What follows belongs to an exercise in optimizing a design on an open flow for small area and a short achievable clock period; a production flow would make more cautious choices. The RTL was checked by simulation tests, not by an equivalence proof against the original design. Power is estimated from default activity; no workload was simulated.

--- design/flow/config.mk ---
export PLATFORM = sky130hd
export DESIGN_NAME = main
export DESIGN_NICKNAME = main
export VERILOG_FILES = /design/flow/design.v
export SDC_FILE = /design/flow/constraint.sdc
export NUM_CORES = 4
export LEC_CHECK = 0
export CAP_MARGIN = 20
export CORE_MARGIN = 2
export CORE_UTILIZATION = 40
export CTS_CLUSTER_DIAMETER = 60
export CTS_CLUSTER_SIZE = 24
export PLACE_DENSITY = 0.75
export SLEW_MARGIN = 50
--- design/flow/constraint.sdc ---
create_clock -name core_clock -period 52.0 [get_ports {clk}]
set_input_delay 10.4000 -clock core_clock [delete_from_list [all_inputs] [get_ports {clk}]]
set_output_delay 10.4000 -clock core_clock [all_outputs]
set_load 0.01 [all_outputs]
--- design/flow/design.v ---
module main(
   input start,
   input clk,
   input rst,
   input [7:0] pixel_in1,
   input [7:0] pixel_in2,
   input [7:0] pixel_in3,
   input [7:0] pixel_in4,
   input [7:0] filter,
   input [7:0] size,
   output reg ValidResult,
   output reg [18:0] Pixel_address,
   output reg [7:0] pixel_out1,
   output reg [7:0] pixel_out2,
   output reg [7:0] pixel_out3,
   output reg [7:0] pixel_out4
);
  function [8:0] add8;
    input [7:0] a, b;
    integer i;
    reg c;
    begin
      c = 1'b0;
      for (i = 0; i < 8; i = i + 1) begin
        add8[i] = a[i] ^ b[i] ^ c;
        c = (a[i] & b[i]) | (a[i] & c) | (b[i] & c);
      end
      add8[8] = c;
    end
  endfunction
  function [9:0] add9;
    input [8:0] a, b;
    integer i;
    reg c;
    begin
      c = 1'b0;
      for (i = 0; i < 9; i = i + 1) begin
        add9[i] = a[i] ^ b[i] ^ c;
        c = (a[i] & b[i]) | (a[i] & c) | (b[i] & c);
      end
      add9[9] = c;
    end
  endfunction
  function [8:0] sub8;
    input [7:0] a, b;
    integer i;
    reg c;
    reg [8:0] x, y;
    begin
      x = {1'b0, a}; y = ~{1'b0, b}; c = 1'b1;
      for (i = 0; i < 9; i = i + 1) begin
        sub8[i] = x[i] ^ y[i] ^ c;
        c = (x[i] & y[i]) | (x[i] & c) | (y[i] & c);
      end
    end
  endfunction
  function [10:0] add11;
    input [10:0] a, b;
    input ci;
    integer i;
    reg c;
    begin
      c = ci;
      for (i = 0; i < 11; i = i + 1) begin
        add11[i] = a[i] ^ b[i] ^ c;
        c = (a[i] & b[i]) | (a[i] & c) | (b[i] & c);
      end
    end
  endfunction
  function gtc8;
    input [7:0] a, b;
    input ci;
    integer i;
    reg c;
    begin
      c = ci;
      for (i = 0; i < 8; i = i + 1)
        c = (a[i] & ~b[i]) | (a[i] & c) | (~b[i] & c);
      gtc8 = c;
    end
  endfunction
  function [7:0] med3;
    input [7:0] a, b, c;
    reg x, y, z;
    begin
      x = gtc8(a, b, 1'b0); y = gtc8(b, c, 1'b0); z = gtc8(a, c, 1'b0);
      med3 = (x == y) ? b : ((x == z) ? c : a);
    end
  endfunction
  reg [71:0] pr;           
  reg [7:0]  l4a1, l4a2;   
  reg [7:0]  a12_2, a23_2, a34_2, a12_3, a23_3, a34_3;  
  reg [1:0]  fc;
  wire v1 = fc != 2'd0, v2 = fc[1], v3 = fc == 2'd3;
  wire [7:0] B0 = pr[7:0] & {8{v1}},   B1 = pr[15:8] & {8{v1}},  B2 = pr[23:16] & {8{v1}};
  wire [7:0] B3 = pr[31:24] & {8{v2}}, B4 = pr[39:32] & {8{v2}}, B5 = pr[47:40] & {8{v2}};
  wire [7:0] B6 = pr[55:48] & {8{v3}}, B7 = pr[63:56] & {8{v3}}, B8 = pr[71:64] & {8{v3}};
  wire [7:0] L4a1 = l4a1 & {8{v1}}, L4a2 = l4a2 & {8{v2}};
  wire [7:0] A12_2 = a12_2 & {8{v1}}, A23_2 = a23_2 & {8{v1}}, A34_2 = a34_2 & {8{v1}};
  wire [7:0] A12_3 = a12_3 & {8{v2}}, A23_3 = a23_3 & {8{v2}}, A34_3 = a34_3 & {8{v2}};
  wire [8:0] s03 = add8(B0, B3), s36 = add8(B3, B6), s01 = add8(B0, B1);
  wire [8:0] s67 = add8(B6, B7), s12 = add8(B1, B2), s78 = add8(B7, B8);
  wire [8:0] s28 = add8(B2, B8), s34 = add8(B3, B4), s45 = add8(B4, B5);
  wire [8:0] s25 = add8(B2, B5), s4l = add8(L4a1, L4a2);
  wire [9:0] q0134 = add9(s01, s34), q1245 = add9(s12, s45), q25l = add9(s25, s4l);
  wire [7:0] a12_1 = q0134[9:2], a23_1 = q1245[9:2], a34_1 = q25l[9:2];
  always @(posedge clk) begin
    if (rst) fc <= 2'd0;
    else if (!v3) fc <= fc + 1'b1;
  end
  always @(posedge clk) begin
    pr <= {pr[47:0], pixel_in3, pixel_in2, pixel_in1};
    l4a1 <= pixel_in4; l4a2 <= l4a1;
    a12_2 <= a12_1; a23_2 <= a23_1; a34_2 <= a34_1;
    a12_3 <= A12_2; a23_3 <= A23_2; a34_3 <= A34_2;
  end
  reg [7:0] p1, p2, p3, p4, p5, p6, p7, p8, p9, p10, p11, p12, p13, p15, p16;
  wire [7:0] p14 = p13;    
  always @(posedge clk) begin
    if (rst) begin
      p1 <= 0; p2 <= 0; p3 <= 0; p4 <= 0; p5 <= 0; p6 <= 0; p7 <= 0; p8 <= 0;
      p9 <= 0; p10 <= 0; p11 <= 0; p12 <= 0; p13 <= 0; p15 <= 0; p16 <= 0;
    end else if (size[7:2] == 6'd0) begin
      case (size[1:0])
        2'd0: begin
          p1 <= B0;  p2 <= B3;  p3 <= B6;  p4 <= 0;
          p5 <= B1;  p6 <= B4;  p7 <= B7;  p8 <= 0;
          p9 <= B2;  p10 <= B2; p11 <= B8; p12 <= 0;
          p13 <= 0;  p15 <= 0;  p16 <= 0;
        end
        2'd2: begin
          p1 <= a12_1; p2 <= A12_2;  p3 <= A12_3;  p4 <= 0;
          p5 <= a23_1; p6 <= A23_2;  p7 <= A23_3;  p8 <= 0;
          p9 <= a34_1; p10 <= A34_2; p11 <= A34_3; p12 <= 0;
          p13 <= 0;    p15 <= 0;     p16 <= 0;
        end
        default: begin
          p1 <= B0;        p2 <= s03[8:1];  p3 <= s36[8:1];  p4 <= B6;
          p5 <= s01[8:1];  p6 <= a12_1;     p7 <= A12_2;     p8 <= s67[8:1];
          p9 <= s12[8:1];  p10 <= a23_1;    p11 <= A23_2;    p12 <= s78[8:1];
          p13 <= B2;       p15 <= s28[8:1]; p16 <= B8;
        end
      endcase
    end
  end
  function [21:0] rotab;    
    input [8:0] d, e, f, g;
    reg [10:0] de, dg;
    begin
      de = add11({{2{d[8]}}, d}, {{2{e[8]}}, e}, 1'b0);
      dg = add11({{2{d[8]}}, d}, {{2{g[8]}}, g}, 1'b0);
      rotab[10:0]  = add11(de, {{2{f[8]}}, f}, 1'b0);
      rotab[21:11] = add11(dg, ~{{2{e[8]}}, e}, 1'b1);
    end
  endfunction
  function ge64;
    input [11:0] v;
    reg [11:0] u;
    begin
      u = v ^ {12{v[11]}};     
      ge64 = (u[10:6] != 0) || (v[11] && u[5:0] == 6'h3f);
    end
  endfunction
  function ge128;
    input [11:0] v;
    reg [11:0] u;
    begin
      u = v ^ {12{v[11]}};
      ge128 = (u[10:7] != 0) || (v[11] && u[6:0] == 7'h7f);
    end
  endfunction
  function [11:0] add12;
    input [11:0] a, b;
    input ci;
    integer i;
    reg c;
    begin
      c = ci;
      for (i = 0; i < 12; i = i + 1) begin
        add12[i] = a[i] ^ b[i] ^ c;
        c = (a[i] & b[i]) | (a[i] & c) | (b[i] & c);
      end
    end
  endfunction
  wire [21:0] ab1 = rotab(sub8(p10, p2), sub8(p7, p5),   sub8(p11, p1), sub8(p9, p3));
  wire [21:0] ab2 = rotab(sub8(p11, p3), sub8(p8, p6),   sub8(p12, p2), sub8(p10, p4));
  wire [21:0] ab3 = rotab(sub8(p14, p6), sub8(p11, p9),  sub8(p15, p5), sub8(p13, p7));
  wire [21:0] ab4 = rotab(sub8(p15, p7), sub8(p12, p10), sub8(p16, p6), sub8(p14, p8));
  wire [11:0] A1 = {ab1[10], ab1[10:0]}, B1g = {ab1[21], ab1[21:11]};
  wire [11:0] A2 = {ab2[10], ab2[10:0]}, B2g = {ab2[21], ab2[21:11]};
  wire [11:0] A3 = {ab3[10], ab3[10:0]}, B3g = {ab3[21], ab3[21:11]};
  wire [11:0] A4 = {ab4[10], ab4[10:0]}, B4g = {ab4[21], ab4[21:11]};
  wire [8:0]  w3 = sub8(p13, p3), z4 = sub8(p10, p9);
  wire [11:0] w3e = {{3{w3[8]}}, w3}, z4e = {{3{z4[8]}}, z4};
  wire sobv1 = ge64(A1) || ge64(B1g);
  wire sobv2 = ge64(A2) || ge64(B2g);
  wire sobv3 = ge128(add12(w3e, ~{B3g[10:0], 1'b0}, 1'b1)) || ge128(add12(w3e, ~{A3[10:0], 1'b0}, 1'b1));
  wire sobv4 = ge64(add12(A4, z4e, 1'b0)) || ge64(add12(B4g, ~z4e, 1'b1));
  reg sob1, sob2, sob3, sob4;
  reg [1:0] cnt;   
  wire init = (cnt == 2'd3);
  always @(posedge clk) begin
    if (start) begin
      sob1 <= sobv1; sob2 <= sobv2; sob3 <= sobv3; sob4 <= sobv4;
    end
  end
  always @(posedge clk) begin
    if (rst) cnt <= 0;
    else if (start && !init) cnt <= cnt + 1'b1;
  end
  wire [7:0] cA = med3(p1, p5, p9),  cB = med3(p2, p6, p10);
  wire [7:0] cC = med3(p3, p7, p11), cD = med3(p4, p8, p12);
  wire [7:0] cE = med3(p5, p9, p13), cF = med3(p6, p10, p14);
  wire [7:0] cG = med3(p7, p11, p15), cH = med3(p8, p12, p16);
  wire [7:0] md1 = med3(cA, cB, cC), md2 = med3(cB, cC, cD);
  wire [7:0] md3 = med3(cE, cF, cG), md4 = med3(cF, cG, cH);
  reg [7:0] x1_1, x1_2, x1_3, x1_4, x2_1, x2_2, x2_3, x2_4, x3_1, x3_2, x3_3, x3_4;
  function [8:0] satab;
    input [11:0] v;
    satab = {ge128(v), v[7:0]};
  endfunction
  wire [17:0] r1 = {satab(B1g), satab(A1)}, r2 = {satab(B2g), satab(A2)};
  wire [17:0] r3 = {satab(B3g), satab(A3)}, r4 = {satab(B4g), satab(A4)};
  reg [8:0] y1_1, y1_2, y1_3, y1_4, y2_1, y2_2, y2_3, y2_4, y3_1, y3_2, y3_3, y3_4;
  reg [1:0] k1_1, k1_2, k1_3, k1_4, k2_1, k2_2, k2_3, k2_4, k3_1, k3_2, k3_3, k3_4, k4_1, k4_2, k4_3, k4_4;
  reg cn1, cn2, cn3, cn4;
  reg z0, z1, z2;
  function [8:0] halfmag;
    input [17:0] r;
    reg sa, sb;
    reg [6:0] a, b;
    reg gt, lt;
    begin
      sa = r[7]; sb = r[16];
      a = r[6:0] ^ {7{sa}};     
      b = r[15:9] ^ {7{sb}};
      gt = gtc8({1'b0, a}, {1'b0, b}, 1'b0);
      lt = gtc8({1'b0, b}, {1'b0, a}, 1'b0);
      if (r[8] || r[17])
        halfmag = {8'd128, 1'b0};
      else if (gt)
        halfmag = {1'b0, a, sa};
      else if (lt)
        halfmag = {1'b0, b, sb};
      else
        halfmag = {1'b0, a, sa | sb};
    end
  endfunction
  function [1:0] dirbin;
    input [17:0] r;
    begin
      dirbin = 2'd0;
      if (!r[8] && !r[17] && r[7:0] == r[16:9] && !r[7])
        case (r[6:0])
          1,2,3,4,5,6,8,9,10,11,12,13,14,15,16,17,18,20,22,23,24,26,27,29,32,33,36,40,41,46,48,54,60: dirbin = 2'd1;
          30,34: dirbin = 2'd2;
          default: dirbin = 2'd0;
        endcase
    end
  endfunction
  function edgebit;
    input [1:0] d;
    input [8:0] m;    
    input [7:0] c1, c3, c4, c6, c7, c9;
    reg [7:0] a, b;
    begin
      case (d)
        2'd1: begin a = c3; b = c7; end
        2'd2: begin a = c1; b = c9; end
        default: begin a = c4; b = c6; end
      endcase
      edgebit = gtc8(m[8:1], {1'b0, a[7:1]}, m[0]) && gtc8(m[8:1], {1'b0, b[7:1]}, m[0]);
    end
  endfunction
  always @(posedge clk) begin
    if (rst) z0 <= 1'b1;
    else z0 <= 1'b0;
  end
  always @(posedge clk) begin
    z1 <= z0; z2 <= z1;
    x1_1 <= md1; x1_2 <= md2; x1_3 <= md3; x1_4 <= md4;
    x2_1 <= x1_1; x2_2 <= x1_2; x2_3 <= x1_3; x2_4 <= x1_4;
    x3_1 <= x2_1; x3_2 <= x2_2; x3_3 <= x2_3; x3_4 <= x2_4;
    y1_1 <= halfmag(r1); y1_2 <= halfmag(r2); y1_3 <= halfmag(r3); y1_4 <= halfmag(r4);
    y2_1 <= y1_1; y2_2 <= y1_2; y2_3 <= y1_3; y2_4 <= y1_4;
    y3_1 <= y2_1; y3_2 <= y2_2; y3_3 <= y2_3; y3_4 <= y2_4;
    k1_1 <= dirbin(r1); k1_2 <= dirbin(r2); k1_3 <= dirbin(r3); k1_4 <= dirbin(r4);
    if (z0) begin
      k2_1 <= 0; k2_2 <= 0; k2_3 <= 0; k2_4 <= 0;
    end else begin
      k2_1 <= k1_1; k2_2 <= k1_2; k2_3 <= k1_3; k2_4 <= k1_4;
    end
    k3_1 <= k2_1; k3_2 <= k2_2; k3_3 <= k2_3; k3_4 <= k2_4;
    k4_1 <= k3_1; k4_2 <= k3_2; k4_3 <= k3_3; k4_4 <= k3_4;
    cn1 <= !z2 && edgebit(k4_1, y3_1, p1, p3, p5, p7, p9, p11);
    cn2 <= !z2 && edgebit(k4_2, y3_2, p2, p4, p6, p8, p10, p12);
    cn3 <= !z2 && edgebit(k4_3, y3_3, p5, p7, p9, p11, p13, p15);
    cn4 <= !z2 && edgebit(k4_4, y3_4, p6, p8, p10, p12, p14, p16);
  end
  wire run = init && filter[7:2] == 6'd0 && !(filter[1] && filter[0]);
  wire e1 = filter[1] ? cn1 : sob1, e2 = filter[1] ? cn2 : sob2;
  wire e3 = filter[1] ? cn3 : sob3, e4 = filter[1] ? cn4 : sob4;
  always @(posedge clk) begin
    if (rst) begin
      pixel_out1 <= 0; pixel_out2 <= 0; pixel_out3 <= 0; pixel_out4 <= 0;
      Pixel_address <= 0;
      ValidResult <= 1'b0;
    end else if (run) begin
      pixel_out1 <= filter[0] ? x3_1 : {8{e1}};
      pixel_out2 <= filter[0] ? x3_2 : {8{e2}};
      pixel_out3 <= filter[0] ? x3_3 : {8{e3}};
      pixel_out4 <= filter[0] ? x3_4 : {8{e4}};
      Pixel_address <= Pixel_address + 1'b1;
      ValidResult <= 1'b1;
    end
  end
endmodule
--- design/flow/run.sh ---
#!/bin/bash
# synth_recipe.tcl (not shown) runs the flow's synth.tcl, then flattens the netlist and writes it again
# the make line also repeats each setting of config.mk as NAME=value (left out here)
make -C /OpenROAD-flow-scripts/flow DESIGN_CONFIG=/design/flow/config.mk WORK_HOME=/design/flow/orfs CLKGATE_MAP_FILE= SYNTH_SCRIPT=/design/flow/synth_recipe.tcl finish
==> run summary <==
registers in the layout (all words and copies together) (netlist names), 9 cells and up:
signal         flops
y3_2               9
y3_1               9
y2_3               9
Pixel_address     19
pr                72
y1_1               9
y3_4               9
y2_1               9
y2_2               9
y1_2               9
y1_3               9
y1_4               9
y3_3               9
y2_4               9
through the flow:
step | util | hold slack, ns | setup WS (ns)
after floorplan | - | 0.310 | 39.87
after global placement | 0.427 | 0.310 | 38.62
after detailed placement | 0.429 | 0.312 | 38.93
after CTS | 0.443 | 0.315 | 39.58
after global routing | 0.445 | 0.313 | 39.57
final | 0.445 | 0.316 | 39.80
kinds of logic after synthesis:
logic type                 Yosys count  share of synthesized area
and+or+nand+nor                   1126                      0.137
AOI/OAI and AO/OA                  927                      0.159
buffers and inverters              725                     0.0713
adders and majority gates          608                      0.274
DFF                                559                      0.293
xor gates and xnor gates           150                     0.0349
muxes                              117                     0.0309
report_power, final:
group | internal, uW | leakage, uW | switching [uW]
registers | 499 | 0.00458 | 24.5
clock network | 159 | 0.000670 | 175
logic | 260 | 0.0102 | 389
area by class of cell:
type	instances	area (um2)	share of cell area
clock buffers	43	1020	0.0242
repair buffers	178	1610	0.0382
multi-input cells	2928	24600	0.582
inverters	484	1820	0.0430
flip-flops and latches	559	11200	0.266
well taps	1265	1580	0.0375
clock inverters	26	375	0.00888
diodes	2	5.00	0.000118
cell usage after synthesis, types with 9 or more instances:
cell type | count | area, um2
nand4_1 | 20 | 125
fa_1 | 415 | 8310
a32oi_1 | 16 | 140
a211oi_1 | 92 | 691
nor4_1 | 20 | 125
a2111oi_0 | 9 | 78.8
mux2i_1 | 107 | 1070
nor4b_1 | 10 | 87.6
o31ai_1 | 14 | 105
or4_1 | 11 | 82.6
nor3_1 | 45 | 225
buf_1 | 19 | 71.3
nand3_1 | 63 | 315
o22ai_1 | 36 | 225
a222oi_1 | 19 | 190
a311oi_1 | 21 | 184
o21ai_0 | 144 | 721
a221oi_1 | 12 | 105
nand2b_1 | 63 | 394
and3_1 | 13 | 81.3
ha_1 | 92 | 1150
a21o_1 | 10 | 75.1
nand3b_1 | 22 | 165
inv_1 | 478 | 1790
nand2_1 | 381 | 1430
o221ai_1 | 33 | 289
or3_1 | 10 | 62.6
a22oi_1 | 69 | 518
o21a_1 | 15 | 113
dfxtp_1 | 555 | 11100
xor2_1 | 74 | 648
mux2_2 | 9 | 101
and2_1 | 37 | 231
o211ai_1 | 22 | 165
a31oi_1 | 27 | 169
nor2b_1 | 89 | 557
nor2_1 | 320 | 1200
xnor2_1 | 73 | 639
clkbuf_1 | 219 | 822
maj3_1 | 94 | 941
a21oi_1 | 296 | 1480
worst min path at each step:
stage,start,endpoint,slack (ns)
finish,k2_4[1],k3_4[1],0.32
global route,x1_4[0],x2_4[0],0.31
CTS,k2_4[1],k3_4[1],0.32
detailed placement,x1_2[2],x2_2[2],0.31
global placement,y1_2[3],y2_2[3],0.31
floorplan,k2_1[0],k3_1[0],0.31
worst max-delay path: stages:
cell	delay, ns
clkdlybuf4s50_1	0.40
nor4b_1	0.29
nand2_1	0.10
nor4_2	0.14
buf_4	0.42
and3_1	0.39
and2_1	0.21
nand3_1	0.10
xor2_1	0.15
nor2_1	0.05
per-layer routing:
metal  vias up  share of wire
li1      14100              -
met1     15400           0.39
met2      1780           0.43
met3       400           0.12
met4         0          0.057
met5         -              0
==> run summary <==
* Final-report max-slew violation count at 0
* Leak at 0.0154 uW
* Tmin final at 12.20 ns
* Synthesized area at 0.0383 mm2
* Post-synthesis sequential area ratio at 0.293
* Layout cells sized above 1 at 0.0576
* Synth Register Bits at 559
* Dpl hpwl at 96.9 mm
* EDFF count, synth at 4
* Global Route met3 Usage at 0.0719
* Core area at 0.0950 mm2
* Fin crit share at 0.235
* Cells on worst reg2reg path at 24
* Final GP Congestion at 1.05
* Die area at 0.0982 mm2
* Die Span Y at 313 um
* TritonCTS buffer count at 39
* Capturing point of the worst reg2reg path: k1_1[1]
* Final antenna-violating net count at 0
* Synth Net Count at 4770
* Setup TNS at 0 ns
* Yosys cell types at 88
* Synthesis warning total at 1
* Synthesized instance count at 4212
* Skew final at 0.0447 ns
* Total GRT Usage at 0.256
* GRT Residual Overflow at 0
* Post-CTS Setup Bufs at 0
* Maxcap violations at 0
* DRC viols at 0
* Maximum fanout along the worst path at 42
* R2R setup slack at 43.02 ns
* Most frequent cells in the layout: 545 x dfxtp_1, 477 x inv_1, 409 x fa_1
* R2R Path Start: p10[0]
* Worst EP required at 52.46 ns
* Initial DRC count at 3978
* Clk latency of the worst-skew pair at 0.63 ns
* WL per Instance at 23.2 um
* Worst min path class: flip-flop to flip-flop
* Syn-to-layout area delta at 10.3%
* Setup crit end kind: flip-flop
* Port bufs at 102
* Fillers at 9134
* Sink Count at 559
* Root buf cell: clkbuf_16
* Setup Crit Path Kind: primary input to flip-flop
* Placed insts at 5412
* Power, Total at 1510 uW
* Hold depth at 0
* Post_cts resized at 0
* Final setup vio count at 0
* Met1 usage at 0.337
* Placed Area at 0.0407 mm2
* Pwr per Cell Area at 35.7 mW/mm2
* Clk pin slew, worst setup/hold paths at 0.08 ns
* Post-layout instance count excluding filler cells at 5485
* CP arrival at 12.66 ns
* Final wirelength at 127 mm
* RSZ-0062 raised after global routing: no
* Initial antenna violation count at 1
* Vias per cell at 5.78
* Final count of hold timing violations at 0
* Syn Area/Cell at 9.09 um2
* FFs w/ async S/R, synth at 0
* FMAX at 0.0820 GHz
* Most common flop cell mapped by yosys: dfxtp_1
* Rows at 113
* I/O pin count at 103
* Worst IR drop on VDD at 0.0000309 V
* Slew HR at 0.468
* Critical path startpoint category: primary input
* Post-CTS Hold Buffers at 0
* Width of the die at 313 um
* Critical Path End: Pixel_address[18]
* Worst setup path start: filter[4]
* GR Util met2 at 0.388
* CTS tree: yes
* Commonest non-fill, non-tap cell in the layout: dfxtp_1
* Global-route wire length before repair at 190 mm
* Initial Utilization at 0.403
* 1st-pass router iterations at 7
* Fin nets at 4748
* Busiest grt layer: met2
* Vias in the first global route at 30600
* Post-route cell area at 0.0423 mm2
* Htree depth at 2
* Status: complete, no violations
* Pin count of the biggest net entering global routing at 108
* Vias at 31700
* Least-Margin Pin Slew at 0.790 ns
* Max clock buf depth at 3

-- re-timing with driven ports --
How much do the figures lean on ideal ports? The routed layout below was timed once more, with nothing changed but the port constraints. Step 1 (the two cells are an assumption about what drives the block):
set clk [get_ports {clk}]
set_driving_cell -lib_cell sky130_fd_sc_hd__clkbuf_16 $clk
set_driving_cell -lib_cell sky130_fd_sc_hd__buf_2 [delete_from_list [all_inputs] $clk]
Step 2 moves the port delays by t, midway between the first and last clock arrival at a register: inputs arrive t later, outputs are due t later. That takes back most of the time a late clock gives input paths. Slacks: ideal ports / drivers / drivers and shift; pairs: ideal ports / drivers.
shift t [ns]: 0.676
slack for setup (ns): 39.799 / 39.846 / 39.170
slew at the worst register clock pin (ns): 0.10 / 0.10
pins driven straight from the clock port: 1
After both steps this run still meets setup and hold. The setup slack of this run moves by +0.047 ns with the drivers and by -0.629 ns with both steps.
